What follows belongs to an exercise in optimizing a design on an open flow for small area and a short achievable clock period; a production flow would make more cautious choices. Function was checked by simulation only, so behaviour that the tests miss may differ from the original. Power figures rest on the tool's default switching activity, not on a simulated workload. No driver is modelled on the clock port, so clocking that relies on it looks cheaper here than on a real chip.

== run A ==
// top
module top #(
    parameter DATA_WIDTH   = 16,
    parameter SCALE_SHIFT  = 4
)(
    input  wire                         clk,
    input  wire                         rst_n,
    input  wire                         valid_in,
    input  wire signed [DATA_WIDTH-1:0] pixel_in,
    input  wire [7:0]                   img_width,
    input  wire [7:0]                   img_height,
    output wire                         valid_conv0,
    output wire signed [2*DATA_WIDTH+4:0] conv_out0,
    output wire                         valid_relu0,
    output wire [7:0]                   relu_out0,
    output wire                         valid_pool0,
    output wire signed [15:0]           pool_out0,
    output wire                         valid_conv1,
    output wire signed [2*DATA_WIDTH+4:0] conv_out1,
    output wire                         valid_relu1,
    output wire [7:0]                   relu_out1,
    output wire                         valid_pool1,
    output wire signed [15:0]           pool_out1
);
For scale: ~4200 cells after synthesis, roughly 2100 flip-flops, about 160 I/O pins, about 74000 µm² of cells after synthesis.
==> module pooling_buffer_3x3_stream, before the edit <==
module pooling_buffer_3x3_stream (
    input  wire       clk,
    input  wire       rst_n,
    input  wire       valid_next,    
    input  wire [6:0] data_in0,
    input  wire [6:0] data_in1,
    input  wire [4:0] wm1,
    input  wire [4:0] plen,      
    output reg        valid_out,
    output reg  [6:0] max_out0,
    output reg  [6:0] max_out1
);
    reg [4:0] col;
    reg       row1;      
    reg       row2;      
    reg       col2;      
    reg [6:0] a0, a1;    
    reg [6:0] b0, b1;    
    reg       valid_in;  
    reg       sh;        
    wire at_last = (col == wm1);
    reg [4:0] col_n;
    reg       row1_n, row2_n, col2_n;
    always @* begin
        col_n = col; row1_n = row1; row2_n = row2; col2_n = col2;
        if (valid_in) begin
            if (at_last) begin
                col_n = 5'd0;
                col2_n = 1'b0;
                row1_n = 1'b1;
                row2_n = row1;
            end else begin
                col_n = col + 5'd1;
                col2_n = col != 5'd0;
            end
        end
    end
    always @(posedge clk) valid_in <= valid_next;
    always @(posedge clk or negedge rst_n) begin
        if (!rst_n) begin
            col <= 5'd0;
            row1 <= 1'b0; row2 <= 1'b0; col2 <= 1'b0;
            sh <= 1'b0;
            valid_out <= 1'b0;
        end else begin
            valid_out <= sh & row2;
            sh <= valid_next & col2_n;
            col <= col_n; row1 <= row1_n; row2 <= row2_n; col2 <= col2_n;
        end
    end
    wire [6:0] pm0, pv0, pm1, pv1;    
    wire [6:0] h0, h1, p0, p1, n0, n1;
    pooling u_h0 (.a(a0),  .b(data_in0), .m(h0));
    pooling u_h1 (.a(a1),  .b(data_in1), .m(h1));
    pooling u_p0 (.a(pm0), .b(h0), .m(p0));
    pooling u_p1 (.a(pm1), .b(h1), .m(p1));
    pooling u_n0 (.a(pv0), .b(h0), .m(n0));
    pooling u_n1 (.a(pv1), .b(h1), .m(n1));
    wire [6:0] g0, g1;       
    pooling u_g0 (.a(b0), .b(data_in0), .m(g0));
    pooling u_g1 (.a(b1), .b(data_in1), .m(g1));
    delay_line #(.WIDTH(28), .FIRST(14)) u_line (
        .clk(clk), .en(sh), .len(plen),
        .din({n1, h1, n0, h0}), .dout({pm1, pv1, pm0, pv0})
    );
    always @(posedge clk) begin
        if (valid_in) begin
            a0 <= g0; b0 <= data_in0;
            a1 <= g1; b1 <= data_in1;
        end
        max_out0 <= p0;
        max_out1 <= p1;
    end
endmodule
==> module pooling, before the edit <==
module pooling (
    input  wire [6:0] a,
    input  wire [6:0] b,
    output wire [6:0] m
);
    assign m = (a >= b) ? a : b;
endmodule
clock: 15.0 ns
lec_check: 0
abc_area: 1
cap_margin: 20
core_margin: 2
core_utilization: 75
slew_margin: 20
standard.sh (not shown) runs the stock make flow with config.mk's settings and CLKGATE_MAP_FILE= SYNTH_SCRIPT=/design/flow/synth_recipe.tcl, a recipe that flattens the netlist after the stock synthesis.
==> flow/flow/run.sh <==
#!/bin/bash
set -euo pipefail
export BUFFER_PORTS_ARGS="-buffer_cell sky130_fd_sc_hd__buf_2"
export CTS_ARGS="-sink_clustering_enable -repair_clock_nets -sink_clustering_size 30 -sink_clustering_max_diameter 100 -dont_use_dummy_load"
export SETUP_SLACK_MARGIN=10.6
bash standard.sh > standard.log 2>&1
## Diff of input files: run B against run A
--- a/flow/design.v
+++ b/flow/design.v
@@ -187,6 +187,8 @@
     reg [6:0] b0, b1;    
     reg       valid_in;  
     reg       sh;        
+    reg       sh2;       
+    reg       vp;        
     wire at_last = (col == wm1);
     reg [4:0] col_n;
     reg       row1_n, row2_n, col2_n;
@@ -209,34 +211,39 @@
         if (!rst_n) begin
             col <= 5'd0;
             row1 <= 1'b0; row2 <= 1'b0; col2 <= 1'b0;
-            sh <= 1'b0;
+            sh <= 1'b0; sh2 <= 1'b0; vp <= 1'b0;
             valid_out <= 1'b0;
         end else begin
-            valid_out <= sh & row2;
+            vp <= sh & row2;
+            valid_out <= vp;
+            sh2 <= sh;
             sh <= valid_next & col2_n;
             col <= col_n; row1 <= row1_n; row2 <= row2_n; col2 <= col2_n;
         end
     end
     wire [6:0] pm0, pv0, pm1, pv1;    
-    wire [6:0] h0, h1, p0, p1, n0, n1;
-    pooling u_h0 (.a(a0),  .b(data_in0), .m(h0));
-    pooling u_h1 (.a(a1),  .b(data_in1), .m(h1));
-    pooling u_p0 (.a(pm0), .b(h0), .m(p0));
-    pooling u_p1 (.a(pm1), .b(h1), .m(p1));
-    pooling u_n0 (.a(pv0), .b(h0), .m(n0));
-    pooling u_n1 (.a(pv1), .b(h1), .m(n1));
-    wire [6:0] g0, g1;       
+    wire [6:0] h0, h1, g0, g1;
+    pooling u_h0 (.a(a0), .b(data_in0), .m(h0));
+    pooling u_h1 (.a(a1), .b(data_in1), .m(h1));
     pooling u_g0 (.a(b0), .b(data_in0), .m(g0));
     pooling u_g1 (.a(b1), .b(data_in1), .m(g1));
+    reg [6:0] hr0, hr1;
+    wire [6:0] p0, p1, n0, n1;
+    pooling u_p0 (.a(pm0), .b(hr0), .m(p0));
+    pooling u_p1 (.a(pm1), .b(hr1), .m(p1));
+    pooling u_n0 (.a(pv0), .b(hr0), .m(n0));
+    pooling u_n1 (.a(pv1), .b(hr1), .m(n1));
     delay_line #(.WIDTH(28), .FIRST(14)) u_line (
-        .clk(clk), .en(sh), .len(plen),
-        .din({n1, h1, n0, h0}), .dout({pm1, pv1, pm0, pv0})
+        .clk(clk), .en(sh2), .len(plen),
+        .din({n1, hr1, n0, hr0}), .dout({pm1, pv1, pm0, pv0})
     );
     always @(posedge clk) begin
         if (valid_in) begin
             a0 <= g0; b0 <= data_in0;
             a1 <= g1; b1 <= data_in1;
         end
+        hr0 <= h0;
+        hr1 <= h1;
         max_out0 <= p0;
         max_out1 <= p1;
     end
@@ -246,7 +253,15 @@
     input  wire [6:0] b,
     output wire [6:0] m
 );
-    assign m = (a >= b) ? a : b;
+    wire [7:0] c;
+    assign c[0] = 1'b1;
+    genvar i;
+    generate
+        for (i = 0; i < 7; i = i + 1) begin : g_ge
+            assign c[i+1] = (a[i] & ~b[i]) | (a[i] & c[i]) | (~b[i] & c[i]);
+        end
+    endgenerate
+    assign m = c[7] ? a : b;
 endmodule
 module top #(
     parameter DATA_WIDTH   = 16,
Findings:
Run A → run B: total power after layout lower; layout-stage area growth over the synthesis result lower; non-clock buffer count lower. Setup slack: run B more than run A. Post-route core utilization for run B: 0.37 points down relative to run A. In the flow results for run A and run B, the worst slew margin relative to its limit is smaller on run A. Diff run A and run B: arrival time of the worst setup path lower in run B. Register count in run B is higher than in run A. Share of the clock period used by the worst path after layout: run B lower than run A.

==> static timing again, ports no longer ideal <==
The flow's constraints put no driver on any port. The routed layouts listed below were extracted and timed again, unchanged, in two steps. Step 1: set_driving_cell puts a clkbuf_16 on clk and a buf_2 on each other input, an assumption about the parent block. Step 2, shift: input delay + t, output delay - t, t = (earliest + latest rising clock arrival at the registers) / 2. This alone moves slack from input paths to output paths. Slacks: ideal ports / drivers / drivers and shift; pairs: ideal ports / drivers.
run | shift t [ns] | slack for setup (ns) | clock arrival spread, ns | slew at the worst register clock pin (ns)
run A | 0.730 | 10.626 / 10.556 / 10.384 | 0.066 / 0.066 | 0.12 / 0.12
run B | 0.746 | 10.672 / 10.601 / 10.449 | 0.068 / 0.067 | 0.12 / 0.12
After both steps setup and hold are still met in every run listed. For run A, which loses most, drivers alone change the setup slack by -0.070 ns; drivers and shift together by -0.242 ns.
